Background: an optimization exercise with open tools, aiming at small area. Do not read the settings as production practice.
In this exercise RTL edits were held to simulation tests only and were not proved equivalent to the original.
The flow treats the clock pin as an ideal source. Dropping or thinning the clock tree relies on that and would not hold on a real chip.
Power and IR drop assume default switching activity.

==> flow/flow/run.sh <==
#!/bin/bash
set -euo pipefail
R=orfs/results/${FLOW_PLATFORM}/Top_Level2/base
bash standard.sh synth > synth_std.log 2>&1
cp $R/1_2_yosys.v std.v
cp $FLOW_HOME/platforms/${FLOW_PLATFORM}/lib/sky130_fd_sc_hd__tt_025C_1v80.lib lib.lib
yosys -s flow/p1.ys > p1.log 2>&1
python3 flow/search.py lib.lib 1 60 ${NUM_CORES:-4} > search.log 2>&1
yosys -s flow/p2.ys > p2.log 2>&1
yosys -s flow/equiv.ys > equiv.log 2>&1
cp new.v $R/1_2_yosys.v
export BUFFER_PORTS_ARGS="-buffer_cell sky130_fd_sc_hd__buf_1"
bash standard.sh POST_CTS_TCL=$PWD/flow/post_cts.tcl finish > layout.log 2>&1
rm -f lib.lib
==> flow/flow/dont_use.txt <==
sky130_fd_sc_hd__probe_p_8 sky130_fd_sc_hd__probec_p_8 sky130_fd_sc_hd__lpflow_bleeder_1 sky130_fd_sc_hd__lpflow_clkbufkapwr_1 sky130_fd_sc_hd__lpflow_clkbufkapwr_16 sky130_fd_sc_hd__lpflow_clkbufkapwr_2 sky130_fd_sc_hd__lpflow_clkbufkapwr_4 sky130_fd_sc_hd__lpflow_clkbufkapwr_8 sky130_fd_sc_hd__lpflow_clkinvkapwr_1 sky130_fd_sc_hd__lpflow_clkinvkapwr_16 sky130_fd_sc_hd__lpflow_clkinvkapwr_2 sky130_fd_sc_hd__lpflow_clkinvkapwr_4 sky130_fd_sc_hd__lpflow_clkinvkapwr_8 sky130_fd_sc_hd__lpflow_decapkapwr_12 sky130_fd_sc_hd__lpflow_decapkapwr_3 sky130_fd_sc_hd__lpflow_decapkapwr_4 sky130_fd_sc_hd__lpflow_decapkapwr_6 sky130_fd_sc_hd__lpflow_decapkapwr_8 sky130_fd_sc_hd__lpflow_inputiso0n_1 sky130_fd_sc_hd__lpflow_inputiso0p_1 sky130_fd_sc_hd__lpflow_inputiso1n_1 sky130_fd_sc_hd__lpflow_inputiso1p_1 sky130_fd_sc_hd__lpflow_inputisolatch_1 sky130_fd_sc_hd__lpflow_isobufsrc_1 sky130_fd_sc_hd__lpflow_isobufsrc_16 sky130_fd_sc_hd__lpflow_isobufsrc_2 sky130_fd_sc_hd__lpflow_isobufsrc_4 sky130_fd_sc_hd__lpflow_isobufsrc_8 sky130_fd_sc_hd__lpflow_isobufsrckapwr_16 sky130_fd_sc_hd__lpflow_lsbuf_lh_hl_isowell_tap_1 sky130_fd_sc_hd__lpflow_lsbuf_lh_hl_isowell_tap_2 sky130_fd_sc_hd__lpflow_lsbuf_lh_hl_isowell_tap_4 sky130_fd_sc_hd__lpflow_lsbuf_lh_isowell_4 sky130_fd_sc_hd__lpflow_lsbuf_lh_isowell_tap_1 sky130_fd_sc_hd__lpflow_lsbuf_lh_isowell_tap_2 sky130_fd_sc_hd__lpflow_lsbuf_lh_isowell_tap_4 
==> flow/flow/dump.abc <==
strash
write_blif raw.blif
==> flow/flow/equiv.ys <==
# Check that the re-mapped netlist does what the standard netlist does
# (registers are matched by name).
read_liberty -ignore_miss_func lib.lib
read_verilog std.v
rename Top_Level2 gold
read_verilog new.v
rename Top_Level2 gate
hierarchy -check
flatten
opt_clean
equiv_make gold gate equiv
hierarchy -top equiv
equiv_simple -seq 1
equiv_induct
equiv_status -assert
==> flow/flow/load.abc <==
read_blif best.blif
==> flow/flow/p1.ys <==
# Pass 1: the standard synthesis's netlist, with flip-flops and tie cells as
# black boxes; ABC only writes out the combinational logic between them.
read_liberty -ignore_miss_func lib.lib
blackbox sky130_fd_sc_hd__df* sky130_fd_sc_hd__sdf* sky130_fd_sc_hd__edf* sky130_fd_sc_hd__dl* sky130_fd_sc_hd__conb*
read_verilog std.v
hierarchy -top Top_Level2
flatten
opt -purge
stat -liberty lib.lib
abc -liberty lib.lib -script flow/dump.abc
==> flow/flow/p2.ys <==
# Pass 2: the same extraction, with ABC returning the searched netlist
# (best.blif); registers keep their instance names and cell types.
read_liberty -ignore_miss_func lib.lib
blackbox sky130_fd_sc_hd__df* sky130_fd_sc_hd__sdf* sky130_fd_sc_hd__edf* sky130_fd_sc_hd__dl* sky130_fd_sc_hd__conb*
read_verilog std.v
hierarchy -top Top_Level2
flatten
opt -purge
abc -liberty lib.lib -script flow/load.abc
opt_clean -purge
hilomap -singleton -hicell sky130_fd_sc_hd__conb_1 HI -locell sky130_fd_sc_hd__conb_1 LO
splitnets
opt_clean -purge
stat -liberty lib.lib
write_verilog -noattr -nohex -nodec new.v
==> flow/flow/post_cts.tcl <==
set block [ord::get_db_block]
set clk_net [$block findNet CLK]
set root ""
set n 0
foreach it [$clk_net getITerms] { set root [$it getInst]; incr n }
if { $n == 1 && [string match "*clkbuf*" [[$root getMaster] getName]] } {
  set root_out [[$root findITerm X] getNet]
  set leaves {}
  set others 0
  foreach it [$root_out getITerms] {
    set l [$it getInst]
    if { $l == $root || [string match "clkload*" [$l getName]] } { continue }
    if { [string match "*clkbuf*" [[$l getMaster] getName]] && [$it isInputSignal] } {
      lappend leaves $l
    } else {
      incr others
    }
  }
  if { $others == 0 && [llength $leaves] >= 1 && [llength $leaves] <= 4 } {
    foreach it [$root_out getITerms] {
      set l [$it getInst]
      if { [string match "clkload*" [$l getName]] } { odb::dbInst_destroy $l }
    }
    foreach l $leaves {
      set it [$l findITerm A]
      $it disconnect
      $it connect $clk_net
      foreach lit [[[$l findITerm X] getNet] getITerms] {
        if { [string match "clkload*" [[$lit getInst] getName]] } {
          odb::dbInst_destroy [$lit getInst]
        }
      }
    }
    odb::dbInst_destroy $root
    odb::dbNet_destroy $root_out
    # with 4 leaves, hand the smallest leaf's registers to the nearest of
    # the others and move each remaining leaf to the middle of its registers
    if { [llength $leaves] == 4 } {
      set small ""
      set nsmall 1000000
      foreach l $leaves {
        set k [expr {[llength [[[$l findITerm X] getNet] getITerms]] - 1}]
        if { $k < $nsmall } { set small $l; set nsmall $k }
      }
      set rest {}
      foreach l $leaves { if { $l != $small } { lappend rest $l } }
      set small_out [[$small findITerm X] getNet]
      foreach it [$small_out getITerms] {
        if { [$it getInst] == $small } { continue }
        set xy [[$it getInst] getLocation]
        set best ""
        set bd 1e18
        foreach l $rest {
          set lxy [$l getLocation]
          set d [expr {abs([lindex $xy 0] - [lindex $lxy 0]) + abs([lindex $xy 1] - [lindex $lxy 1])}]
          if { $d < $bd } { set bd $d; set best $l }
        }
        $it disconnect
        $it connect [[$best findITerm X] getNet]
      }
      odb::dbInst_destroy $small
      odb::dbNet_destroy $small_out
      set leaves $rest
      foreach l $leaves {
        set sx 0
        set sy 0
        set n 0
        foreach it [[[$l findITerm X] getNet] getITerms] {
          if { [$it getInst] == $l } { continue }
          set xy [[$it getInst] getLocation]
          set sx [expr {$sx + [lindex $xy 0]}]
          set sy [expr {$sy + [lindex $xy 1]}]
          incr n
        }
        $l setLocation [expr {$sx / $n}] [expr {$sy / $n}]
      }
      puts "post_cts: merged the smallest leaf into the other [llength $leaves]"
    }
    puts "post_cts: removed the root buffer; [llength $leaves] leaf buffers on the clock port"
    foreach l $leaves {
      set name [$l getName]
      set pins [get_pins -of_objects [get_nets -of_objects [get_pins $name/X]] -filter "direction == input"]
      foreach c {clkbuf_4 clkbuf_8 clkbuf_16} {
        replace_cell $name sky130_fd_sc_hd__$c
        estimate_parasitics -placement
        set mx 0
        foreach p $pins {
          set s [get_property $p slew_max]
          if { $s > $mx } { set mx $s }
        }
        if { $mx < 0.115 } { break }
      }
      puts "post_cts: $name -> $c ([llength $pins] sinks, slew $mx)"
    }
    detailed_placement
    check_placement -verbose
    estimate_parasitics -placement
    report_clock_skew
  }
}
==> flow/flow/search.py <==
#!/usr/bin/env python3
"""Area search over ABC resynthesis of the combinational logic.

Reads raw.blif (the standard synthesis's combinational logic, written by
p1.ys), runs rounds of parallel ABC jobs (deepsyn or eslim with different
seeds, then area mapping) starting from the best netlists so far, and writes
best.blif.
usage: search.py LIB ROUNDS SECONDS JOBS [REMAPS [SEED_OFFSET [deepsyn|eslim]]]
Each ABC run's output goes to abc_R_S.log in the current folder.
"""
import glob, os, re, subprocess, sys
from concurrent.futures import ThreadPoolExecutor

lib, rounds, secs, jobs = sys.argv[1], int(sys.argv[2]), int(sys.argv[3]), int(sys.argv[4])
remaps = int(sys.argv[5]) if len(sys.argv) > 5 else 8
offset = int(sys.argv[6]) if len(sys.argv) > 6 else 0
# resynthesis engine: ABC's &deepsyn (default) or &eslim (SAT-based local improvement)
engine = sys.argv[7] if len(sys.argv) > 7 else "deepsyn"
dont_use = open(os.path.join(os.path.dirname(__file__), "dont_use.txt")).read().split()
readlib = "read_lib " + " ".join("-X " + c for c in dont_use) + " -w " + lib

MAP = "&get -n; &dch -f; &nf -R 1000; &put"

def run(src, dst, script, log, remaps=0):
    """Run script on src, then remap the result remaps times; every mapped
    netlist is written out, and the smallest is copied to dst. Returns its area."""
    cmd = f"{readlib}; read_blif {src}; {script}; print_stats; write_blif {dst}.0"
    for i in range(1, remaps + 1):
        cmd += f"; strash; {MAP}; print_stats; write_blif {dst}.{i}"
    out = subprocess.run(["yosys-abc", "-c", cmd], capture_output=True, text=True).stdout
    open(log, "w").write(out)
    areas = [float(x) for x in re.findall(r"area =\s*([0-9.]+)", out)]
    best = None
    for i, a in enumerate(areas):
        if os.path.exists(f"{dst}.{i}") and (best is None or a < areas[best]):
            best = i
    if best is None:
        return float("inf")
    subprocess.run(["cp", f"{dst}.{best}", dst], check=True)
    return areas[best]

# plain area mapping of the input as a fallback
a = run("raw.blif", "cand_0_0.blif", "strash; dch -f; map -a", "abc_0_0.log")
pool = [(a, "cand_0_0.blif")]
print(f"start: {a}", flush=True)
# netlists kept from earlier runs of this search (flow/seed*.blif) join the
# pool if ABC proves them equivalent to this run's logic
for seed in sorted(glob.glob(os.path.join(os.path.dirname(__file__), "seed*.blif"))):
    out = subprocess.run(["yosys-abc", "-c", f"{readlib}; read_blif {seed}; print_stats; cec raw.blif"],
                         capture_output=True, text=True).stdout
    m = re.findall(r"area =\s*([0-9.]+)", out)
    ok = "Networks are equivalent" in out and m
    print(f"seed {os.path.basename(seed)}: " + (f"equivalent, {m[-1]}" if ok else "not used"), flush=True)
    if ok:
        dst = "cand_seed_" + os.path.basename(seed)
        subprocess.run(["cp", seed, dst], check=True)
        pool.append((float(m[-1]), dst))
pool.sort()
for r in range(1, rounds + 1):
    # half the jobs start from the best netlist so far, the rest from the
    # next best ones, so that the search does not stall in one optimum
    srcs = [pool[0][1] if s % 2 == 1 or len(pool) == 1 else pool[min(s // 2, len(pool) - 1)][1]
            for s in range(1, jobs + 1)]
    def job(s):
        dst = f"cand_{r}_{s}.blif"
        if engine == "eslim":
            script = f"strash; &get -n; &eslim -T {secs} -D 30 -Z {s + r * jobs + offset} -V 0; {MAP}"
        else:
            script = f"strash; &get -n; &deepsyn -T {secs} -S {(s + r * jobs + offset) % 101}; {MAP}"
        return run(srcs[s - 1], dst, script, f"abc_{r}_{s}.log", remaps), dst
    with ThreadPoolExecutor(jobs) as ex:
        res = list(ex.map(job, range(1, jobs + 1)))
    print(f"round {r}: " + " ".join(f"{x:.1f}" for x, _ in res), flush=True)
    pool = sorted(pool + [x for x in res if x[0] < float("inf")])[:jobs]
best_area, best = pool[0]
print(f"best: {best} {best_area}", flush=True)
subprocess.run(["cp", best, "best.blif"], check=True)
==> flow/flow/seed1.blif <==
.model netlist
.inputs ys__n29 ys__n57 ys__n64 ys__n90 ys__n118 ys__n142 ys__n160 ys__n176 \
 ys__n182 ys__n209 ys__n214 ys__n253 ys__n286 ys__n331 ys__n364 ys__n375 \
 ys__n395 ys__n422 ys__n431 ys__n436 ys__n445 ys__n519 ys__n521 ys__n549 \
 ys__n555 ys__n569 ys__n590 ys__n636 ys__n637 ys__n703 ys__n710 ys__n718 \
 ys__n743 ys__n769 ys__n795 ys__n803 ys__n842 ys__n844 ys__n872 ys__n884 \
 ys__n1034 ys__n1061 ys__n1063 ys__n1104 ys__n1233 ys__n1294 ys__n1325 \
 ys__n1384 ys__n1434 ys__n1442 ys__n1475 ys__n1596
.outputs ys__n284 ys__n386 ys__n528 ys__n595 ys__n655 ys__n713 ys__n750 \
 ys__n821 ys__n868 ys__n906 ys__n931 ys__n962 ys__n1008 ys__n1017 ys__n1039 \
 ys__n1098 ys__n1100 ys__n1137 ys__n1164 ys__n1188 ys__n1245 ys__n1276 \
 ys__n1284 ys__n1300 ys__n1307 ys__n1342 ys__n1354 ys__n1370 ys__n1385 \
 ys__n1388 ys__n1418 ys__n1435 ys__n1446 ys__n1460 ys__n1470 ys__n1484 \
 ys__n1495 ys__n1519 ys__n1533 ys__n1545 ys__n1561 ys__n1569 ys__n1571 \
 ys__n1575 ys__n1592 ys__n1608 ys__n1626 ys__n1631 ys__n1635
.gate sky130_fd_sc_hd__clkinv_1        A=ys__n364 Y=new_n102
.gate sky130_fd_sc_hd__clkinv_1        A=ys__n436 Y=new_n103
.gate sky130_fd_sc_hd__clkinv_1        A=ys__n519 Y=new_n104
.gate sky130_fd_sc_hd__a211oi_1        A1=ys__n436 A2=ys__n1063 B1=ys__n549 C1=ys__n182 Y=new_n105
.gate sky130_fd_sc_hd__nor2_1          A=ys__n436 B=ys__n1063 Y=new_n106
.gate sky130_fd_sc_hd__nor2_1          A=ys__n519 B=ys__n1063 Y=new_n107
.gate sky130_fd_sc_hd__nand2_1         A=new_n104 B=new_n106 Y=new_n108
.gate sky130_fd_sc_hd__nand2_1         A=new_n105 B=new_n108 Y=new_n109
.gate sky130_fd_sc_hd__nand2_1         A=ys__n286 B=new_n103 Y=new_n110
.gate sky130_fd_sc_hd__or2_0           A=ys__n286 B=ys__n519 X=new_n111
.gate sky130_fd_sc_hd__nand2_1         A=ys__n436 B=ys__n519 Y=new_n112
.gate sky130_fd_sc_hd__nand2_1         A=ys__n286 B=ys__n519 Y=new_n113
.gate sky130_fd_sc_hd__nor2_1          A=ys__n286 B=new_n112 Y=new_n114
.gate sky130_fd_sc_hd__a311oi_1        A1=ys__n160 A2=new_n110 A3=new_n111 B1=new_n114 C1=ys__n176 Y=new_n115
.gate sky130_fd_sc_hd__nand2_1         A=ys__n1233 B=new_n115 Y=new_n116
.gate sky130_fd_sc_hd__nor2_1          A=new_n109 B=new_n116 Y=new_n117
.gate sky130_fd_sc_hd__nor2_1          A=ys__n1063 B=new_n110 Y=new_n118
.gate sky130_fd_sc_hd__nor4b_1         A=ys__n1233 B=new_n109 C=new_n118 D_N=ys__n176 Y=new_n119
.gate sky130_fd_sc_hd__nand3_1         A=ys__n160 B=new_n112 C=new_n119 Y=new_n120
.gate sky130_fd_sc_hd__nor2b_1         A=ys__n286 B_N=ys__n1063 Y=new_n121
.gate sky130_fd_sc_hd__nor3_1          A=ys__n436 B=new_n120 C=new_n121 Y=new_n122
.gate sky130_fd_sc_hd__nor2_1          A=new_n117 B=new_n122 Y=new_n123
.gate sky130_fd_sc_hd__nor2_1          A=ys__n286 B=ys__n1063 Y=new_n124
.gate sky130_fd_sc_hd__and2_0          A=ys__n519 B=ys__n1063 X=new_n125
.gate sky130_fd_sc_hd__nand2_1         A=ys__n519 B=ys__n1063 Y=new_n126
.gate sky130_fd_sc_hd__o21a_1          A1=new_n107 A2=new_n125 B1=ys__n286 X=new_n127
.gate sky130_fd_sc_hd__nor3_1          A=ys__n160 B=new_n124 C=new_n127 Y=new_n128
.gate sky130_fd_sc_hd__a21o_1          A1=ys__n160 A2=new_n124 B1=new_n128 X=new_n129
.gate sky130_fd_sc_hd__a32o_1          A1=new_n110 A2=new_n111 A3=new_n117 B1=new_n119 B2=new_n129 X=new_n130
.gate sky130_fd_sc_hd__nor2_1          A=ys__n160 B=new_n114 Y=new_n131
.gate sky130_fd_sc_hd__nor2_1          A=ys__n176 B=ys__n1233 Y=new_n132
.gate sky130_fd_sc_hd__nand3_1         A=ys__n160 B=new_n105 C=new_n132 Y=new_n133
.gate sky130_fd_sc_hd__nor2_1          A=ys__n286 B=new_n126 Y=new_n134
.gate sky130_fd_sc_hd__nor3_1          A=new_n106 B=new_n133 C=new_n134 Y=new_n135
.gate sky130_fd_sc_hd__a32oi_1         A1=new_n111 A2=new_n113 A3=new_n135 B1=new_n131 B2=new_n119 Y=new_n136
.gate sky130_fd_sc_hd__o21a_1          A1=new_n106 A2=new_n120 B1=new_n136 X=new_n137
.gate sky130_fd_sc_hd__nand2_1         A=new_n110 B=new_n112 Y=new_n138
.gate sky130_fd_sc_hd__a21oi_1         A1=new_n113 A2=new_n138 B1=new_n137 Y=new_n139
.gate sky130_fd_sc_hd__nor2_1          A=new_n130 B=new_n139 Y=new_n140
.gate sky130_fd_sc_hd__and2_0          A=new_n123 B=new_n136 X=new_n141
.gate sky130_fd_sc_hd__or2_0           A=ys__n519 B=new_n121 X=new_n142
.gate sky130_fd_sc_hd__a21oi_1         A1=ys__n160 A2=new_n142 B1=new_n134 Y=new_n143
.gate sky130_fd_sc_hd__nand2_1         A=new_n104 B=new_n124 Y=new_n144
.gate sky130_fd_sc_hd__nand2_1         A=ys__n176 B=new_n125 Y=new_n145
.gate sky130_fd_sc_hd__a21oi_1         A1=new_n144 A2=new_n145 B1=ys__n1233 Y=new_n146
.gate sky130_fd_sc_hd__a311oi_1        A1=ys__n1233 A2=new_n115 A3=new_n143 B1=new_n146 C1=new_n135 Y=new_n147
.gate sky130_fd_sc_hd__nor3_1          A=ys__n176 B=ys__n1233 C=new_n142 Y=new_n148
.gate sky130_fd_sc_hd__nor3_1          A=new_n109 B=new_n147 C=new_n148 Y=new_n149
.gate sky130_fd_sc_hd__nand2_1         A=ys__n1063 B=new_n149 Y=new_n150
.gate sky130_fd_sc_hd__nand2_1         A=new_n140 B=new_n150 Y=new_n151
.gate sky130_fd_sc_hd__nand2_1         A=ys__n286 B=ys__n1063 Y=new_n152
.gate sky130_fd_sc_hd__nor2_1          A=ys__n160 B=ys__n519 Y=new_n153
.gate sky130_fd_sc_hd__o211ai_1        A1=ys__n1063 A2=new_n153 B1=new_n152 C1=new_n149 Y=new_n154
.gate sky130_fd_sc_hd__nand2_1         A=new_n151 B=new_n154 Y=new_n155
.gate sky130_fd_sc_hd__nand2b_1        A_N=new_n141 B=new_n155 Y=new_n156
.gate sky130_fd_sc_hd__clkinv_1        A=new_n156 Y=new_n157
.gate sky130_fd_sc_hd__a211oi_1        A1=ys__n160 A2=new_n126 B1=new_n116 C1=new_n109 Y=new_n158
.gate sky130_fd_sc_hd__a21oi_1         A1=new_n111 A2=new_n133 B1=new_n158 Y=new_n159
.gate sky130_fd_sc_hd__nand2_1         A=new_n157 B=new_n159 Y=new_n160
.gate sky130_fd_sc_hd__o21ai_0         A1=ys__n286 A2=ys__n1063 B1=new_n135 Y=new_n161
.gate sky130_fd_sc_hd__nand2_1         A=new_n160 B=new_n161 Y=new_n162
.gate sky130_fd_sc_hd__o31ai_1         A1=new_n130 A2=new_n139 A3=new_n162 B1=new_n123 Y=new_n163
.gate sky130_fd_sc_hd__nand2_1         A=ys__n395 B=new_n163 Y=new_n164
.gate sky130_fd_sc_hd__nor2_1          A=ys__n160 B=new_n152 Y=new_n165
.gate sky130_fd_sc_hd__a21oi_1         A1=ys__n160 A2=new_n124 B1=new_n165 Y=new_n166
.gate sky130_fd_sc_hd__o21ai_0         A1=new_n155 A2=new_n166 B1=new_n160 Y=new_n167
.gate sky130_fd_sc_hd__o21ai_0         A1=ys__n286 A2=new_n106 B1=new_n158 Y=new_n168
.gate sky130_fd_sc_hd__a21oi_1         A1=new_n104 A2=new_n167 B1=new_n141 Y=new_n169
.gate sky130_fd_sc_hd__nand2_1         A=new_n168 B=new_n169 Y=new_n170
.gate sky130_fd_sc_hd__nand2_1         A=ys__n1061 B=new_n170 Y=new_n171
.gate sky130_fd_sc_hd__a2111oi_0       A1=ys__n160 A2=new_n125 B1=new_n153 C1=new_n110 D1=new_n123 Y=new_n172
.gate sky130_fd_sc_hd__o22ai_1         A1=new_n133 A2=new_n152 B1=new_n156 B2=ys__n286 Y=new_n173
.gate sky130_fd_sc_hd__nor2_1          A=new_n172 B=new_n173 Y=new_n174
.gate sky130_fd_sc_hd__nand2_1         A=ys__n795 B=new_n174 Y=new_n175
.gate sky130_fd_sc_hd__nand2_1         A=new_n117 B=new_n150 Y=new_n176
.gate sky130_fd_sc_hd__nor3_1          A=new_n143 B=new_n167 C=new_n176 Y=new_n177
.gate sky130_fd_sc_hd__a21oi_1         A1=new_n167 A2=new_n176 B1=new_n177 Y=new_n178
.gate sky130_fd_sc_hd__nor2_1          A=new_n123 B=new_n147 Y=new_n179
.gate sky130_fd_sc_hd__nor2_1          A=new_n167 B=new_n179 Y=new_n180
.gate sky130_fd_sc_hd__o21ai_0         A1=ys__n160 A2=new_n142 B1=new_n149 Y=new_n181
.gate sky130_fd_sc_hd__nand2_1         A=new_n117 B=new_n152 Y=new_n182
.gate sky130_fd_sc_hd__nand2_1         A=new_n120 B=new_n182 Y=new_n183
.gate sky130_fd_sc_hd__nand2_1         A=new_n181 B=new_n183 Y=new_n184
.gate sky130_fd_sc_hd__nand2_1         A=new_n127 B=new_n149 Y=new_n185
.gate sky130_fd_sc_hd__nand2_1         A=new_n184 B=new_n185 Y=new_n186
.gate sky130_fd_sc_hd__a31oi_1         A1=new_n139 A2=new_n144 A3=new_n156 B1=new_n186 Y=new_n187
.gate sky130_fd_sc_hd__nand2_1         A=new_n130 B=new_n147 Y=new_n188
.gate sky130_fd_sc_hd__o221a_1         A1=new_n130 A2=new_n180 B1=new_n187 B2=ys__n1063 C1=new_n188 X=new_n189
.gate sky130_fd_sc_hd__a21oi_1         A1=ys__n431 A2=ys__n445 B1=new_n189 Y=new_n190
.gate sky130_fd_sc_hd__a21oi_1         A1=new_n117 A2=new_n126 B1=new_n139 Y=new_n191
.gate sky130_fd_sc_hd__nand2_1         A=ys__n160 B=ys__n1063 Y=new_n192
.gate sky130_fd_sc_hd__a21o_1          A1=new_n155 A2=new_n192 B1=new_n191 X=new_n193
.gate sky130_fd_sc_hd__o22ai_1         A1=ys__n431 A2=ys__n445 B1=ys__n844 B2=new_n193 Y=new_n194
.gate sky130_fd_sc_hd__nand2_1         A=ys__n844 B=new_n193 Y=new_n195
.gate sky130_fd_sc_hd__o21ai_0         A1=new_n190 A2=new_n194 B1=new_n195 Y=new_n196
.gate sky130_fd_sc_hd__a22oi_1         A1=new_n168 A2=new_n169 B1=new_n186 B2=new_n157 Y=new_n197
.gate sky130_fd_sc_hd__o22ai_1         A1=new_n157 A2=new_n186 B1=new_n197 B2=new_n130 Y=new_n198
.gate sky130_fd_sc_hd__maj3_1          A=ys__n803 B=new_n155 C=new_n196 X=new_n199
.gate sky130_fd_sc_hd__o21ai_0         A1=ys__n743 A2=new_n198 B1=new_n199 Y=new_n200
.gate sky130_fd_sc_hd__nand2_1         A=ys__n436 B=new_n130 Y=new_n201
.gate sky130_fd_sc_hd__mux2i_1         A0=new_n201 A1=new_n130 S=new_n184 Y=new_n202
.gate sky130_fd_sc_hd__a22oi_1         A1=ys__n743 A2=new_n198 B1=new_n202 B2=ys__n703 Y=new_n203
.gate sky130_fd_sc_hd__nor2_1          A=ys__n703 B=new_n202 Y=new_n204
.gate sky130_fd_sc_hd__a21oi_1         A1=new_n200 A2=new_n203 B1=new_n204 Y=new_n205
.gate sky130_fd_sc_hd__a21oi_1         A1=ys__n636 A2=new_n178 B1=new_n205 Y=new_n206
.gate sky130_fd_sc_hd__nand2b_1        A_N=new_n187 B=new_n123 Y=new_n207
.gate sky130_fd_sc_hd__a21oi_1         A1=new_n106 A2=new_n181 B1=new_n156 Y=new_n208
.gate sky130_fd_sc_hd__a21oi_1         A1=new_n156 A2=new_n181 B1=new_n208 Y=new_n209
.gate sky130_fd_sc_hd__a21oi_1         A1=new_n207 A2=new_n209 B1=new_n130 Y=new_n210
.gate sky130_fd_sc_hd__clkinv_1        A=new_n210 Y=new_n211
.gate sky130_fd_sc_hd__a221oi_1        A1=new_n103 A2=new_n158 B1=new_n174 B2=new_n211 C1=new_n162 Y=new_n212
.gate sky130_fd_sc_hd__o22ai_1         A1=ys__n636 A2=new_n178 B1=new_n212 B2=ys__n521 Y=new_n213
.gate sky130_fd_sc_hd__a22oi_1         A1=ys__n1325 A2=new_n187 B1=new_n212 B2=ys__n521 Y=new_n214
.gate sky130_fd_sc_hd__o21ai_0         A1=new_n206 A2=new_n213 B1=new_n214 Y=new_n215
.gate sky130_fd_sc_hd__o21ai_0         A1=ys__n1325 A2=new_n187 B1=new_n215 Y=new_n216
.gate sky130_fd_sc_hd__o22ai_1         A1=ys__n795 A2=new_n174 B1=new_n181 B2=ys__n1294 Y=new_n217
.gate sky130_fd_sc_hd__a21oi_1         A1=new_n175 A2=new_n216 B1=new_n217 Y=new_n218
.gate sky130_fd_sc_hd__a221o_1         A1=ys__n1294 A2=new_n181 B1=new_n210 B2=ys__n884 C1=new_n218 X=new_n219
.gate sky130_fd_sc_hd__o21ai_0         A1=ys__n884 A2=new_n210 B1=new_n219 Y=new_n220
.gate sky130_fd_sc_hd__nor3_1          A=new_n122 B=new_n158 C=new_n162 Y=new_n221
.gate sky130_fd_sc_hd__o22ai_1         A1=ys__n1061 A2=new_n170 B1=new_n221 B2=ys__n769 Y=new_n222
.gate sky130_fd_sc_hd__a21oi_1         A1=new_n171 A2=new_n220 B1=new_n222 Y=new_n223
.gate sky130_fd_sc_hd__a221oi_1        A1=ys__n569 A2=new_n123 B1=new_n221 B2=ys__n769 C1=new_n223 Y=new_n224
.gate sky130_fd_sc_hd__o22ai_1         A1=ys__n569 A2=new_n123 B1=new_n163 B2=ys__n395 Y=new_n225
.gate sky130_fd_sc_hd__o21ai_0         A1=new_n224 A2=new_n225 B1=new_n164 Y=new_n226
.gate sky130_fd_sc_hd__nand2_1         A=ys__n331 B=new_n170 Y=new_n227
.gate sky130_fd_sc_hd__a22o_1          A1=ys__n872 A2=new_n189 B1=new_n193 B2=ys__n90 X=new_n228
.gate sky130_fd_sc_hd__o221ai_1        A1=ys__n57 A2=new_n155 B1=new_n193 B2=ys__n90 C1=new_n228 Y=new_n229
.gate sky130_fd_sc_hd__a22oi_1         A1=ys__n57 A2=new_n155 B1=new_n198 B2=ys__n209 Y=new_n230
.gate sky130_fd_sc_hd__o22ai_1         A1=ys__n209 A2=new_n198 B1=new_n202 B2=ys__n422 Y=new_n231
.gate sky130_fd_sc_hd__a21oi_1         A1=new_n229 A2=new_n230 B1=new_n231 Y=new_n232
.gate sky130_fd_sc_hd__a221oi_1        A1=ys__n29 A2=new_n178 B1=new_n202 B2=ys__n422 C1=new_n232 Y=new_n233
.gate sky130_fd_sc_hd__nand2_1         A=ys__n64 B=new_n212 Y=new_n234
.gate sky130_fd_sc_hd__o22ai_1         A1=ys__n29 A2=new_n178 B1=new_n212 B2=ys__n64 Y=new_n235
.gate sky130_fd_sc_hd__o21ai_0         A1=new_n233 A2=new_n235 B1=new_n234 Y=new_n236
.gate sky130_fd_sc_hd__o21ai_0         A1=ys__n118 A2=new_n187 B1=new_n236 Y=new_n237
.gate sky130_fd_sc_hd__a22oi_1         A1=ys__n142 A2=new_n174 B1=new_n187 B2=ys__n118 Y=new_n238
.gate sky130_fd_sc_hd__o22ai_1         A1=ys__n142 A2=new_n174 B1=new_n181 B2=ys__n214 Y=new_n239
.gate sky130_fd_sc_hd__a21oi_1         A1=new_n237 A2=new_n238 B1=new_n239 Y=new_n240
.gate sky130_fd_sc_hd__a221oi_1        A1=ys__n214 A2=new_n181 B1=new_n210 B2=ys__n253 C1=new_n240 Y=new_n241
.gate sky130_fd_sc_hd__o22ai_1         A1=ys__n331 A2=new_n170 B1=new_n210 B2=ys__n253 Y=new_n242
.gate sky130_fd_sc_hd__o21ai_0         A1=new_n241 A2=new_n242 B1=new_n227 Y=new_n243
.gate sky130_fd_sc_hd__nor4_1          A=ys__n375 B=ys__n555 C=ys__n590 D=ys__n637 Y=new_n244
.gate sky130_fd_sc_hd__nand2b_1        A_N=new_n243 B=new_n244 Y=new_n245
.gate sky130_fd_sc_hd__nor2b_1         A=new_n123 B_N=ys__n555 Y=new_n246
.gate sky130_fd_sc_hd__maj3_1          A=ys__n375 B=new_n221 C=new_n243 X=new_n247
.gate sky130_fd_sc_hd__o21ai_0         A1=ys__n590 A2=new_n246 B1=new_n247 Y=new_n248
.gate sky130_fd_sc_hd__or2_0           A=ys__n590 B=new_n123 X=new_n249
.gate sky130_fd_sc_hd__a21oi_1         A1=new_n163 A2=new_n249 B1=ys__n637 Y=new_n250
.gate sky130_fd_sc_hd__nand2_1         A=ys__n555 B=ys__n590 Y=new_n251
.gate sky130_fd_sc_hd__a32oi_1         A1=new_n248 A2=new_n250 A3=new_n251 B1=new_n245 B2=new_n226 Y=ys__n284
.gate sky130_fd_sc_hd__nand2_1         A=ys__n209 B=new_n155 Y=new_n253
.gate sky130_fd_sc_hd__a211oi_1        A1=ys__n57 A2=new_n193 B1=new_n189 C1=ys__n90 Y=new_n254
.gate sky130_fd_sc_hd__o22ai_1         A1=ys__n209 A2=new_n155 B1=new_n193 B2=ys__n57 Y=new_n255
.gate sky130_fd_sc_hd__o21ai_0         A1=new_n254 A2=new_n255 B1=new_n253 Y=new_n256
.gate sky130_fd_sc_hd__maj3_1          A=ys__n422 B=new_n198 C=new_n256 X=new_n257
.gate sky130_fd_sc_hd__a21oi_1         A1=ys__n29 A2=new_n202 B1=new_n257 Y=new_n258
.gate sky130_fd_sc_hd__o22ai_1         A1=ys__n64 A2=new_n178 B1=new_n202 B2=ys__n29 Y=new_n259
.gate sky130_fd_sc_hd__nand2_1         A=ys__n64 B=new_n178 Y=new_n260
.gate sky130_fd_sc_hd__o21ai_0         A1=new_n258 A2=new_n259 B1=new_n260 Y=new_n261
.gate sky130_fd_sc_hd__maj3_1          A=ys__n118 B=new_n212 C=new_n261 X=new_n262
.gate sky130_fd_sc_hd__o21ai_0         A1=ys__n142 A2=new_n187 B1=new_n262 Y=new_n263
.gate sky130_fd_sc_hd__a22oi_1         A1=ys__n214 A2=new_n174 B1=new_n187 B2=ys__n142 Y=new_n264
.gate sky130_fd_sc_hd__o22ai_1         A1=ys__n214 A2=new_n174 B1=new_n181 B2=ys__n253 Y=new_n265
.gate sky130_fd_sc_hd__a21oi_1         A1=new_n263 A2=new_n264 B1=new_n265 Y=new_n266
.gate sky130_fd_sc_hd__a221oi_1        A1=ys__n253 A2=new_n181 B1=new_n210 B2=ys__n331 C1=new_n266 Y=new_n267
.gate sky130_fd_sc_hd__o22ai_1         A1=ys__n375 A2=new_n170 B1=new_n210 B2=ys__n331 Y=new_n268
.gate sky130_fd_sc_hd__nor2_1          A=new_n267 B=new_n268 Y=new_n269
.gate sky130_fd_sc_hd__a221oi_1        A1=ys__n375 A2=new_n170 B1=new_n221 B2=ys__n555 C1=new_n269 Y=new_n270
.gate sky130_fd_sc_hd__nor2_1          A=ys__n555 B=new_n221 Y=new_n271
.gate sky130_fd_sc_hd__o31ai_1         A1=ys__n590 A2=new_n117 A3=new_n122 B1=ys__n637 Y=new_n272
.gate sky130_fd_sc_hd__o311ai_0        A1=new_n250 A2=new_n270 A3=new_n271 B1=new_n272 C1=new_n102 Y=new_n273
.gate sky130_fd_sc_hd__nor2_1          A=ys__n872 B=new_n273 Y=ys__n386
.gate sky130_fd_sc_hd__nand2b_1        A_N=new_n226 B=new_n102 Y=new_n275
.gate sky130_fd_sc_hd__and3_1          A=ys__n431 B=ys__n445 C=ys__n844 X=new_n276
.gate sky130_fd_sc_hd__and3_1          A=ys__n743 B=ys__n803 C=new_n276 X=new_n277
.gate sky130_fd_sc_hd__and3_1          A=ys__n636 B=ys__n703 C=new_n277 X=new_n278
.gate sky130_fd_sc_hd__xnor2_1         A=ys__n521 B=new_n278 Y=new_n279
.gate sky130_fd_sc_hd__nor2_1          A=new_n275 B=new_n279 Y=ys__n528
.gate sky130_fd_sc_hd__nor2b_1         A=ys__n1475 B_N=ys__n842 Y=new_n281
.gate sky130_fd_sc_hd__nor2b_1         A=ys__n1104 B_N=ys__n1034 Y=new_n282
.gate sky130_fd_sc_hd__nor2b_1         A=ys__n710 B_N=new_n282 Y=new_n283
.gate sky130_fd_sc_hd__nand2_1         A=ys__n718 B=new_n282 Y=new_n284
.gate sky130_fd_sc_hd__nor2_1          A=ys__n710 B=new_n284 Y=new_n285
.gate sky130_fd_sc_hd__nand2_1         A=new_n281 B=new_n285 Y=new_n286
.gate sky130_fd_sc_hd__nand2_1         A=new_n102 B=ys__n1442 Y=new_n287
.gate sky130_fd_sc_hd__nand3_1         A=ys__n160 B=new_n102 C=new_n286 Y=new_n288
.gate sky130_fd_sc_hd__o21ai_0         A1=new_n286 A2=new_n287 B1=new_n288 Y=ys__n595
.gate sky130_fd_sc_hd__a21oi_1         A1=ys__n703 A2=new_n277 B1=ys__n636 Y=new_n290
.gate sky130_fd_sc_hd__nor3_1          A=new_n275 B=new_n278 C=new_n290 Y=ys__n655
.gate sky130_fd_sc_hd__xnor2_1         A=ys__n703 B=new_n277 Y=new_n292
.gate sky130_fd_sc_hd__nor2_1          A=new_n275 B=new_n292 Y=ys__n713
.gate sky130_fd_sc_hd__a21oi_1         A1=ys__n803 A2=new_n276 B1=ys__n743 Y=new_n294
.gate sky130_fd_sc_hd__nor3_1          A=new_n275 B=new_n277 C=new_n294 Y=ys__n750
.gate sky130_fd_sc_hd__xnor2_1         A=ys__n803 B=new_n276 Y=new_n296
.gate sky130_fd_sc_hd__nor2_1          A=new_n275 B=new_n296 Y=ys__n821
.gate sky130_fd_sc_hd__a21oi_1         A1=ys__n431 A2=ys__n445 B1=ys__n844 Y=new_n298
.gate sky130_fd_sc_hd__nor3_1          A=new_n275 B=new_n276 C=new_n298 Y=ys__n868
.gate sky130_fd_sc_hd__xnor2_1         A=ys__n90 B=ys__n872 Y=new_n300
.gate sky130_fd_sc_hd__nor2_1          A=new_n273 B=new_n300 Y=ys__n906
.gate sky130_fd_sc_hd__a21oi_1         A1=ys__n90 A2=ys__n872 B1=ys__n57 Y=new_n302
.gate sky130_fd_sc_hd__and3_1          A=ys__n57 B=ys__n90 C=ys__n872 X=new_n303
.gate sky130_fd_sc_hd__nor3_1          A=new_n273 B=new_n302 C=new_n303 Y=ys__n931
.gate sky130_fd_sc_hd__xnor2_1         A=ys__n209 B=new_n303 Y=new_n305
.gate sky130_fd_sc_hd__nor2_1          A=new_n273 B=new_n305 Y=ys__n962
.gate sky130_fd_sc_hd__a21oi_1         A1=ys__n209 A2=new_n303 B1=ys__n422 Y=new_n307
.gate sky130_fd_sc_hd__and3_1          A=ys__n209 B=ys__n422 C=new_n303 X=new_n308
.gate sky130_fd_sc_hd__nor3_1          A=new_n273 B=new_n307 C=new_n308 Y=ys__n1008
.gate sky130_fd_sc_hd__and3_1          A=ys__n521 B=ys__n1325 C=new_n278 X=new_n310
.gate sky130_fd_sc_hd__and3_1          A=ys__n795 B=ys__n1294 C=new_n310 X=new_n311
.gate sky130_fd_sc_hd__and3_1          A=ys__n884 B=ys__n1061 C=new_n311 X=new_n312
.gate sky130_fd_sc_hd__nand2_1         A=ys__n769 B=new_n312 Y=new_n313
.gate sky130_fd_sc_hd__a31oi_1         A1=ys__n569 A2=ys__n769 A3=new_n312 B1=ys__n395 Y=new_n314
.gate sky130_fd_sc_hd__nor2_1          A=new_n275 B=new_n314 Y=ys__n1017
.gate sky130_fd_sc_hd__xnor2_1         A=ys__n29 B=new_n308 Y=new_n316
.gate sky130_fd_sc_hd__nor2_1          A=new_n273 B=new_n316 Y=ys__n1039
.gate sky130_fd_sc_hd__nand2_1         A=ys__n710 B=new_n282 Y=new_n318
.gate sky130_fd_sc_hd__and3_1          A=ys__n710 B=ys__n1475 C=new_n282 X=new_n319
.gate sky130_fd_sc_hd__mux2i_1         A0=ys__n549 A1=ys__n1596 S=new_n319 Y=new_n320
.gate sky130_fd_sc_hd__nor2_1          A=ys__n364 B=new_n320 Y=ys__n1098
.gate sky130_fd_sc_hd__and3_1          A=ys__n29 B=ys__n64 C=new_n308 X=new_n322
.gate sky130_fd_sc_hd__a21oi_1         A1=ys__n29 A2=new_n308 B1=ys__n64 Y=new_n323
.gate sky130_fd_sc_hd__nor3_1          A=new_n273 B=new_n322 C=new_n323 Y=ys__n1100
.gate sky130_fd_sc_hd__xnor2_1         A=ys__n118 B=new_n322 Y=new_n325
.gate sky130_fd_sc_hd__nor2_1          A=new_n273 B=new_n325 Y=ys__n1137
.gate sky130_fd_sc_hd__nor2b_1         A=ys__n718 B_N=new_n281 Y=new_n327
.gate sky130_fd_sc_hd__a21oi_1         A1=ys__n842 A2=new_n318 B1=new_n327 Y=new_n328
.gate sky130_fd_sc_hd__nor2_1          A=ys__n364 B=new_n319 Y=new_n329
.gate sky130_fd_sc_hd__nor2_1          A=ys__n842 B=ys__n1475 Y=new_n330
.gate sky130_fd_sc_hd__a21oi_1         A1=ys__n842 A2=new_n328 B1=ys__n1475 Y=new_n331
.gate sky130_fd_sc_hd__nor3_1          A=ys__n364 B=new_n319 C=new_n331 Y=ys__n1164
.gate sky130_fd_sc_hd__and3_1          A=ys__n118 B=ys__n142 C=new_n322 X=new_n333
.gate sky130_fd_sc_hd__a21oi_1         A1=ys__n118 A2=new_n322 B1=ys__n142 Y=new_n334
.gate sky130_fd_sc_hd__nor3_1          A=new_n273 B=new_n333 C=new_n334 Y=ys__n1188
.gate sky130_fd_sc_hd__nor2_1          A=ys__n214 B=new_n333 Y=new_n336
.gate sky130_fd_sc_hd__nand2_1         A=ys__n214 B=new_n333 Y=new_n337
.gate sky130_fd_sc_hd__nor3b_1         A=new_n273 B=new_n336 C_N=new_n337 Y=ys__n1245
.gate sky130_fd_sc_hd__nor4_1          A=ys__n718 B=ys__n842 C=ys__n1475 D=new_n318 Y=new_n339
.gate sky130_fd_sc_hd__nand2_1         A=new_n102 B=ys__n1063 Y=new_n340
.gate sky130_fd_sc_hd__mux2i_1         A0=new_n340 A1=new_n287 S=new_n339 Y=ys__n1276
.gate sky130_fd_sc_hd__xor2_1          A=ys__n253 B=new_n337 X=new_n342
.gate sky130_fd_sc_hd__nor2_1          A=new_n273 B=new_n342 Y=ys__n1284
.gate sky130_fd_sc_hd__nand4_1         A=ys__n710 B=ys__n718 C=new_n282 D=new_n330 Y=new_n344
.gate sky130_fd_sc_hd__nor2_1          A=ys__n1442 B=new_n344 Y=new_n345
.gate sky130_fd_sc_hd__a211oi_1        A1=new_n103 A2=new_n344 B1=new_n345 C1=ys__n364 Y=ys__n1300
.gate sky130_fd_sc_hd__nand2_1         A=new_n283 B=new_n327 Y=new_n347
.gate sky130_fd_sc_hd__nand3_1         A=ys__n286 B=new_n102 C=new_n347 Y=new_n348
.gate sky130_fd_sc_hd__o21ai_0         A1=new_n287 A2=new_n347 B1=new_n348 Y=ys__n1307
.gate sky130_fd_sc_hd__a31oi_1         A1=ys__n214 A2=ys__n253 A3=new_n333 B1=ys__n331 Y=new_n350
.gate sky130_fd_sc_hd__and4_1          A=ys__n214 B=ys__n253 C=ys__n331 D=new_n333 X=new_n351
.gate sky130_fd_sc_hd__nor3_1          A=new_n273 B=new_n350 C=new_n351 Y=ys__n1342
.gate sky130_fd_sc_hd__xnor2_1         A=ys__n375 B=new_n351 Y=new_n353
.gate sky130_fd_sc_hd__nor2_1          A=new_n273 B=new_n353 Y=ys__n1354
.gate sky130_fd_sc_hd__a21oi_1         A1=ys__n375 A2=new_n351 B1=ys__n555 Y=new_n355
.gate sky130_fd_sc_hd__and3_1          A=ys__n375 B=ys__n555 C=new_n351 X=new_n356
.gate sky130_fd_sc_hd__nor3_1          A=new_n273 B=new_n355 C=new_n356 Y=ys__n1370
.gate sky130_fd_sc_hd__or2_0           A=ys__n364 B=ys__n1384 X=ys__n1385
.gate sky130_fd_sc_hd__xnor2_1         A=ys__n590 B=new_n356 Y=new_n359
.gate sky130_fd_sc_hd__nor2_1          A=new_n273 B=new_n359 Y=ys__n1388
.gate sky130_fd_sc_hd__a21oi_1         A1=ys__n521 A2=new_n278 B1=ys__n1325 Y=new_n361
.gate sky130_fd_sc_hd__nor3_1          A=new_n275 B=new_n310 C=new_n361 Y=ys__n1418
.gate sky130_fd_sc_hd__or2_0           A=ys__n364 B=ys__n1434 X=ys__n1435
.gate sky130_fd_sc_hd__xnor2_1         A=ys__n795 B=new_n310 Y=new_n364
.gate sky130_fd_sc_hd__nor2_1          A=new_n275 B=new_n364 Y=ys__n1446
.gate sky130_fd_sc_hd__a21oi_1         A1=ys__n795 A2=new_n310 B1=ys__n1294 Y=new_n366
.gate sky130_fd_sc_hd__nor3_1          A=new_n275 B=new_n311 C=new_n366 Y=ys__n1460
.gate sky130_fd_sc_hd__xnor2_1         A=ys__n884 B=new_n311 Y=new_n368
.gate sky130_fd_sc_hd__nor2_1          A=new_n275 B=new_n368 Y=ys__n1470
.gate sky130_fd_sc_hd__a21oi_1         A1=ys__n884 A2=new_n311 B1=ys__n1061 Y=new_n370
.gate sky130_fd_sc_hd__nor3_1          A=new_n275 B=new_n312 C=new_n370 Y=ys__n1484
.gate sky130_fd_sc_hd__nor2_1          A=ys__n769 B=new_n312 Y=new_n372
.gate sky130_fd_sc_hd__nor3b_1         A=new_n372 B=new_n275 C_N=new_n313 Y=ys__n1495
.gate sky130_fd_sc_hd__xor2_1          A=ys__n569 B=new_n313 X=new_n374
.gate sky130_fd_sc_hd__nor2_1          A=new_n275 B=new_n374 Y=ys__n1519
.gate sky130_fd_sc_hd__o21ai_0         A1=ys__n718 A2=new_n282 B1=new_n329 Y=new_n376
.gate sky130_fd_sc_hd__a21oi_1         A1=ys__n718 A2=new_n282 B1=new_n376 Y=ys__n1533
.gate sky130_fd_sc_hd__xor2_1          A=ys__n710 B=new_n284 X=new_n378
.gate sky130_fd_sc_hd__nor3_1          A=ys__n364 B=new_n319 C=new_n378 Y=ys__n1545
.gate sky130_fd_sc_hd__a21oi_1         A1=new_n328 A2=new_n344 B1=ys__n364 Y=ys__n1561
.gate sky130_fd_sc_hd__nor2_1          A=ys__n431 B=new_n275 Y=ys__n1569
.gate sky130_fd_sc_hd__xnor2_1         A=ys__n431 B=ys__n445 Y=new_n382
.gate sky130_fd_sc_hd__nor2_1          A=new_n275 B=new_n382 Y=ys__n1571
.gate sky130_fd_sc_hd__a21oi_1         A1=ys__n590 A2=new_n356 B1=ys__n637 Y=new_n384
.gate sky130_fd_sc_hd__nor2_1          A=new_n273 B=new_n384 Y=ys__n1575
.gate sky130_fd_sc_hd__nand2_1         A=ys__n182 B=new_n102 Y=new_n386
.gate sky130_fd_sc_hd__nor3_1          A=new_n108 B=new_n166 C=new_n386 Y=new_n387
.gate sky130_fd_sc_hd__a32o_1          A1=new_n147 A2=new_n319 A3=new_n387 B1=new_n329 B2=ys__n1596 X=ys__n1592
.gate sky130_fd_sc_hd__nand2_1         A=ys__n1475 B=new_n283 Y=new_n389
.gate sky130_fd_sc_hd__nor2_1          A=ys__n718 B=new_n389 Y=new_n390
.gate sky130_fd_sc_hd__mux2i_1         A0=new_n386 A1=new_n287 S=new_n390 Y=ys__n1608
.gate sky130_fd_sc_hd__nand2_1         A=new_n281 B=new_n328 Y=new_n392
.gate sky130_fd_sc_hd__nor2_1          A=ys__n1442 B=new_n392 Y=new_n393
.gate sky130_fd_sc_hd__a21oi_1         A1=new_n281 A2=new_n328 B1=ys__n1233 Y=new_n394
.gate sky130_fd_sc_hd__nor3_1          A=ys__n364 B=new_n393 C=new_n394 Y=ys__n1626
.gate sky130_fd_sc_hd__nand2_1         A=new_n285 B=new_n330 Y=new_n396
.gate sky130_fd_sc_hd__nand2_1         A=ys__n519 B=new_n396 Y=new_n397
.gate sky130_fd_sc_hd__o22ai_1         A1=new_n287 A2=new_n396 B1=new_n397 B2=ys__n364 Y=ys__n1631
.gate sky130_fd_sc_hd__nand3_1         A=ys__n710 B=new_n282 C=new_n327 Y=new_n399
.gate sky130_fd_sc_hd__nand3_1         A=ys__n176 B=new_n102 C=new_n399 Y=new_n400
.gate sky130_fd_sc_hd__o21ai_0         A1=new_n287 A2=new_n399 B1=new_n400 Y=ys__n1635
.end
==> flow/standard.sh <==
#!/bin/bash
# synth_recipe.tcl (not shown) runs the flow's synth.tcl, then flattens the netlist and writes it again
# the make line also repeats each setting of config.mk as NAME=value (left out here)
make -C /OpenROAD-flow-scripts/flow DESIGN_CONFIG=/design/flow/config.mk WORK_HOME=/design/flow/orfs CLKGATE_MAP_FILE= SYNTH_SCRIPT=/design/flow/synth_recipe.tcl "${@:-finish}"
==> flow/config.mk <==
export PLATFORM = sky130hd
export DESIGN_NAME = Top_Level2
export DESIGN_NICKNAME = Top_Level2
export VERILOG_FILES = /design/flow/design.v
export SDC_FILE = /design/flow/constraint.sdc
export NUM_CORES = 4
export LEC_CHECK = 0
export CAP_MARGIN = 20
export CORE_MARGIN = 2
export CORE_UTILIZATION = 40
export CTS_CLUSTER_DIAMETER = 500
export CTS_CLUSTER_SIZE = 100
export GPL_TIMING_DRIVEN = 0
export PLACE_DENSITY = 0.6
export SLEW_MARGIN = 20
==> flow/constraint.sdc <==
create_clock -name core_clock -period 10.0 [get_ports {CLK}]
set_input_delay 2.0000 -clock core_clock [delete_from_list [all_inputs] [get_ports {CLK}]]
set_output_delay 2.0000 -clock core_clock [all_outputs]
set_load 0.01 [all_outputs]
==> flow/design.v <==
module Top_Level2(
	CLK,
	rst,
	ps2_clk,
	Data,
	out
);
input wire	CLK;
input wire	rst;
input wire	ps2_clk;
input wire	Data;
output wire	out;
reg	[2:0] kclk_s;
reg	[1:0] kdat_s;
always @(posedge CLK)
begin
	kdat_s <= {kdat_s[0], Data};
	kclk_s[2] <= kclk_s[1];
	if (rst)
		kclk_s[1:0] <= 2'b11;
	else
		kclk_s[1:0] <= {kclk_s[0], ps2_clk};
end
wire	kclk_fall = kclk_s[2] & ~kclk_s[1];
reg	[3:0] count;
reg	[8:1] inter;
reg	prev_f0;	 
reg	trigger;
wire	stop = count[3] & count[1];
always @(posedge CLK)
begin
	if (rst)
	begin
		count <= 4'd0;
		inter <= 8'd0;
		prev_f0 <= 1'b0;
		trigger <= 1'b0;
	end
	else if (kclk_fall)
	begin
		if (stop)
		begin
			count <= 4'd0;
			trigger <= prev_f0;
			prev_f0 <= (inter == 8'hF0);
		end
		else
		begin
			count <= count + 4'd1;
			if (~count[3] & (count[2:0] == 3'd1)) inter[1] <= kdat_s[1];
			if (~count[3] & (count[2:0] == 3'd2)) inter[2] <= kdat_s[1];
			if (~count[3] & (count[2:0] == 3'd3)) inter[3] <= kdat_s[1];
			if (~count[3] & (count[2:0] == 3'd4)) inter[4] <= kdat_s[1];
			if (~count[3] & (count[2:0] == 3'd5)) inter[5] <= kdat_s[1];
			if (~count[3] & (count[2:0] == 3'd6)) inter[6] <= kdat_s[1];
			if (~count[3] & (count[2:0] == 3'd7)) inter[7] <= kdat_s[1];
			if (count[3] & ~count[0]) inter[8] <= kdat_s[1];
		end
	end
end
wire	[7:0] code = trigger ? 8'd0 : inter;
reg	[14:0] y;
always @(*)
	case (code)
	28: y = 22727; 27: y = 21452; 35: y = 20248; 43: y = 19111;
	52: y = 18038; 51: y = 17026; 59: y = 16071; 66: y = 15169;
	75: y = 14317; 76: y = 13513; 82: y = 12755; 90: y = 12039;
	21: y = 23393; 29: y = 22080; 36: y = 20841; 45: y = 19671;
	44: y = 18567; 53: y = 17525; 60: y = 16543; 67: y = 15613;
	68: y = 14737; 77: y = 13910; 84: y = 13129; 91: y = 12392;
	18: y = 22080; 26: y = 20841; 34: y = 19671; 33: y = 18567;
	42: y = 17525; 50: y = 16542; 49: y = 15613; 58: y = 14736;
	65: y = 13910; 73: y = 13129; 74: y = 12391; 89: y = 11697;
	default: y = 0;
	endcase
reg	[15:0] a;
reg	[15:0] b;
wire	a_ge_2y = (a >= {y, 1'b0});
wire	b_gt_2y = (b > {y, 1'b0});
wire	a_le_y = (a <= {1'b0, y});
always @(posedge CLK)
begin
	if (rst | a_ge_2y)
		a <= 16'd0;
	else
		a <= a + 16'd1;
	if (rst | b_gt_2y)
		b <= 16'd0;
	else
		b <= b + 16'd1;
end
assign	out = a_le_y ? a_ge_2y : ~b_gt_2y;
endmodule
==> metrics.md <==
| Metric | Value |
|---|---|
| Status | `complete, no violations` |
| Starting density of the core | `0.418` |
| CP required | `8.00 ns` |
| PD cells | `123 mW/mm2` |
| HP Class | `flip-flop to flip-flop` |
| DIE AREA | `0.00739 mm2` |
| Period Utilization, post-route | `0.840` |
| CORE AREA | `0.00642 mm2` |
| Layout cells sized above 1 | `0.0139` |
| Diodes inserted | `0` |
| Syn Nets | `355` |
| Unrepaired setup endpoints after global routing | `false` |
| Synthesis Warnings | `1` |
| Clock sinks | `51` |
| Avg Cell Area, Syn | `7.66 um2` |
| Commonest non-fill, non-tap cell in the layout | `dfxtp_1` |
| R2r setup slk | `3.27 ns` |
| Cell Area, Placed | `0.00281 mm2` |
| Max-slew violations | `0` |
| Min Clock Period, post-route | `8.40 ns` |
| Gr usage total | `0.170` |
| Worst vdd ir | `96.9 uV` |
| Least-Margin Pin Slew | `1.02 ns` |
| Initial antenna violation count | `0` |
| First-pass DRT Iterations | `5` |
| Most frequent cells in the layout | `dfxtp_1, nand2_1, nor2_1` |
| Maxcap violations | `0` |
| Hpwl dp | `4440 um` |
| CP endpoint kind | `primary output` |
| Row count | `29` |
| Pin count of the biggest net entering global routing | `22` |
| Slew margin rel. | `0.316` |
| Drt via density | `5.86` |
| Kind of critical path | `flip-flop to primary output` |
| Post-detailed-routing wire length | `6000 um` |
| Drt wl/cell | `13.8 um` |
| Gr ovfl total | `0` |
| IO Count | `5` |
| Vias | `2,557` |
| PortBufs | `4` |
| Netlist Area Pre-Place | `0.00269 mm2` |
| DIE HEIGHT | `86.0 um` |
| Vias in the first global route | `2,256` |
| Mapped Cells | `351` |
| Crit start category | `flip-flop` |
| Maximum clock rate | `0.119 GHz` |
| Routability congestion estimate from global placement | `0.910` |
| Worst-path maximum fanout | `15` |
| Post-route ant nets | `0` |
| Initial drt markers | `192` |
| Clock latency on the worst-skew pair | `0.16 ns` |
| First-pass GRT wire length | `10,600 um` |
| Dpl ws | `1.89 ns` |
| Area Overhead vs Synth | `6.66%` |
| Fin nets | `365` |
| DR DRC count | `0` |
| Critical Path AT | `6.40 ns` |
| Hold Fails Final Rpt | `0` |
| Clock Skews | `0.0110 ns` |
| Final setup violation count | `0` |
| Setup_tns | `0 ns` |
| Design Area, Final | `0.00287 mm2` |
| CTS clk-pin slew, worst paths | `0.08 ns` |
| Final WS setup | `1.60 ns` |
| P_leak | `0.946 nW` |
| Die Wd | `86.0 um` |
[per-layer routing]
| metal | share of wire | GRT usage | vias to the layer above |
|---|---|---|---|
| met5 | 0 | 0 | - |
| met1 | 0.54 | 0.250 | 1194 |
| met2 | 0.43 | 0.264 | 32 |
| met3 | 0.022 | 0.0241 | 3 |
| li1 | - | - | 1328 |
| met4 | 0.0062 | 0.0332 | 0 |
[state kept, by name, summed over array words and instances (netlist names)]
name and count:
kclk_s 3, count 4, trigger 1, kdat_s 2
b 16, a 16, prev_f0 1, inter 8
[worst max-delay path, stage by stage, from the launching register on]
cell and delay [ns]:
dfxtp_1 0.63, nor2_1 0.20, nand2_1 0.14, nand2_1 0.11, nor4b_1 0.56, nand3_1 0.23
o21a_1 0.22, a21oi_1 0.29, nor2_1 0.08, nand2_1 0.06, nand2_1 0.17, nand2b_1 0.22
a31oi_1 0.27, nand2b_1 0.24, a21oi_1 0.43, clkinv_1 0.13, a221oi_1 0.65, o22ai_1 0.17
o21ai_0 0.17, o21ai_0 0.11, a21oi_1 0.16, a221oi_1 0.07, o21ai_0 0.28, maj3_1 0.21
o21ai_0 0.08, a32oi_1 0.19, buf_1 0.17
[path summary, 6_finish.rpt]
path | start | end | cells past startpoint
worst max register to register | inter[2] | b[2] | 27
worst min register to register | kdat_s[0] | kdat_s[1] | 0
worst max-delay path | inter[2] | out | 26
worst min-delay path | kdat_s[0] | kdat_s[1] | 0
[area by class of cell]
type | instances | area [um2]
fillers | 651 | 3560
multi-input cells | 295 | 1660
flip-flops and latches | 51 | 1020
well taps | 77 | 96.3
clock buffers | 3 | 52.6
repair buffers | 5 | 22.5
inverters | 5 | 18.8
[power by group]
group / internal, mW / switching [mW]
sequential: 0.209 / 0.00754
combinational: 0.0224 / 0.0268
clock: 0.0367 / 0.0511
[through the flow]
step            util  power (mW)  instances  hold slack [ns]
3_3_place_gp   0.436       0.270        432            0.311
6_report       0.446       0.354        436            0.333
5_1_grt        0.446       0.373        436            0.352
3_5_place_dp   0.438       0.270        433            0.312
2_1_floorplan      -       0.260        351            0.310

## port drivers added, routing unchanged
The flow's constraints put no driver on any port. The routed layout listed below was extracted and timed again, unchanged, in two steps.
Step 1 assumes that a clkbuf_16 drives the clock port and a buf_2 every other input.
Step 2 also shifts input and output timing later by t, the mid clock arrival at the registers, as if the neighbouring blocks saw the same clock.
a / b / c = ideal / step 1 / step 2; a / b = the first two.
t (ns): 0.199
setup slack, ns: 1.598 / 1.549 / 1.747
worst setup path after step 2: register to output
cell pins on the clock port's net: 3
After both steps setup and hold are still met in this run. The setup slack of this run moves by -0.049 ns with the drivers and by +0.149 ns with both steps.
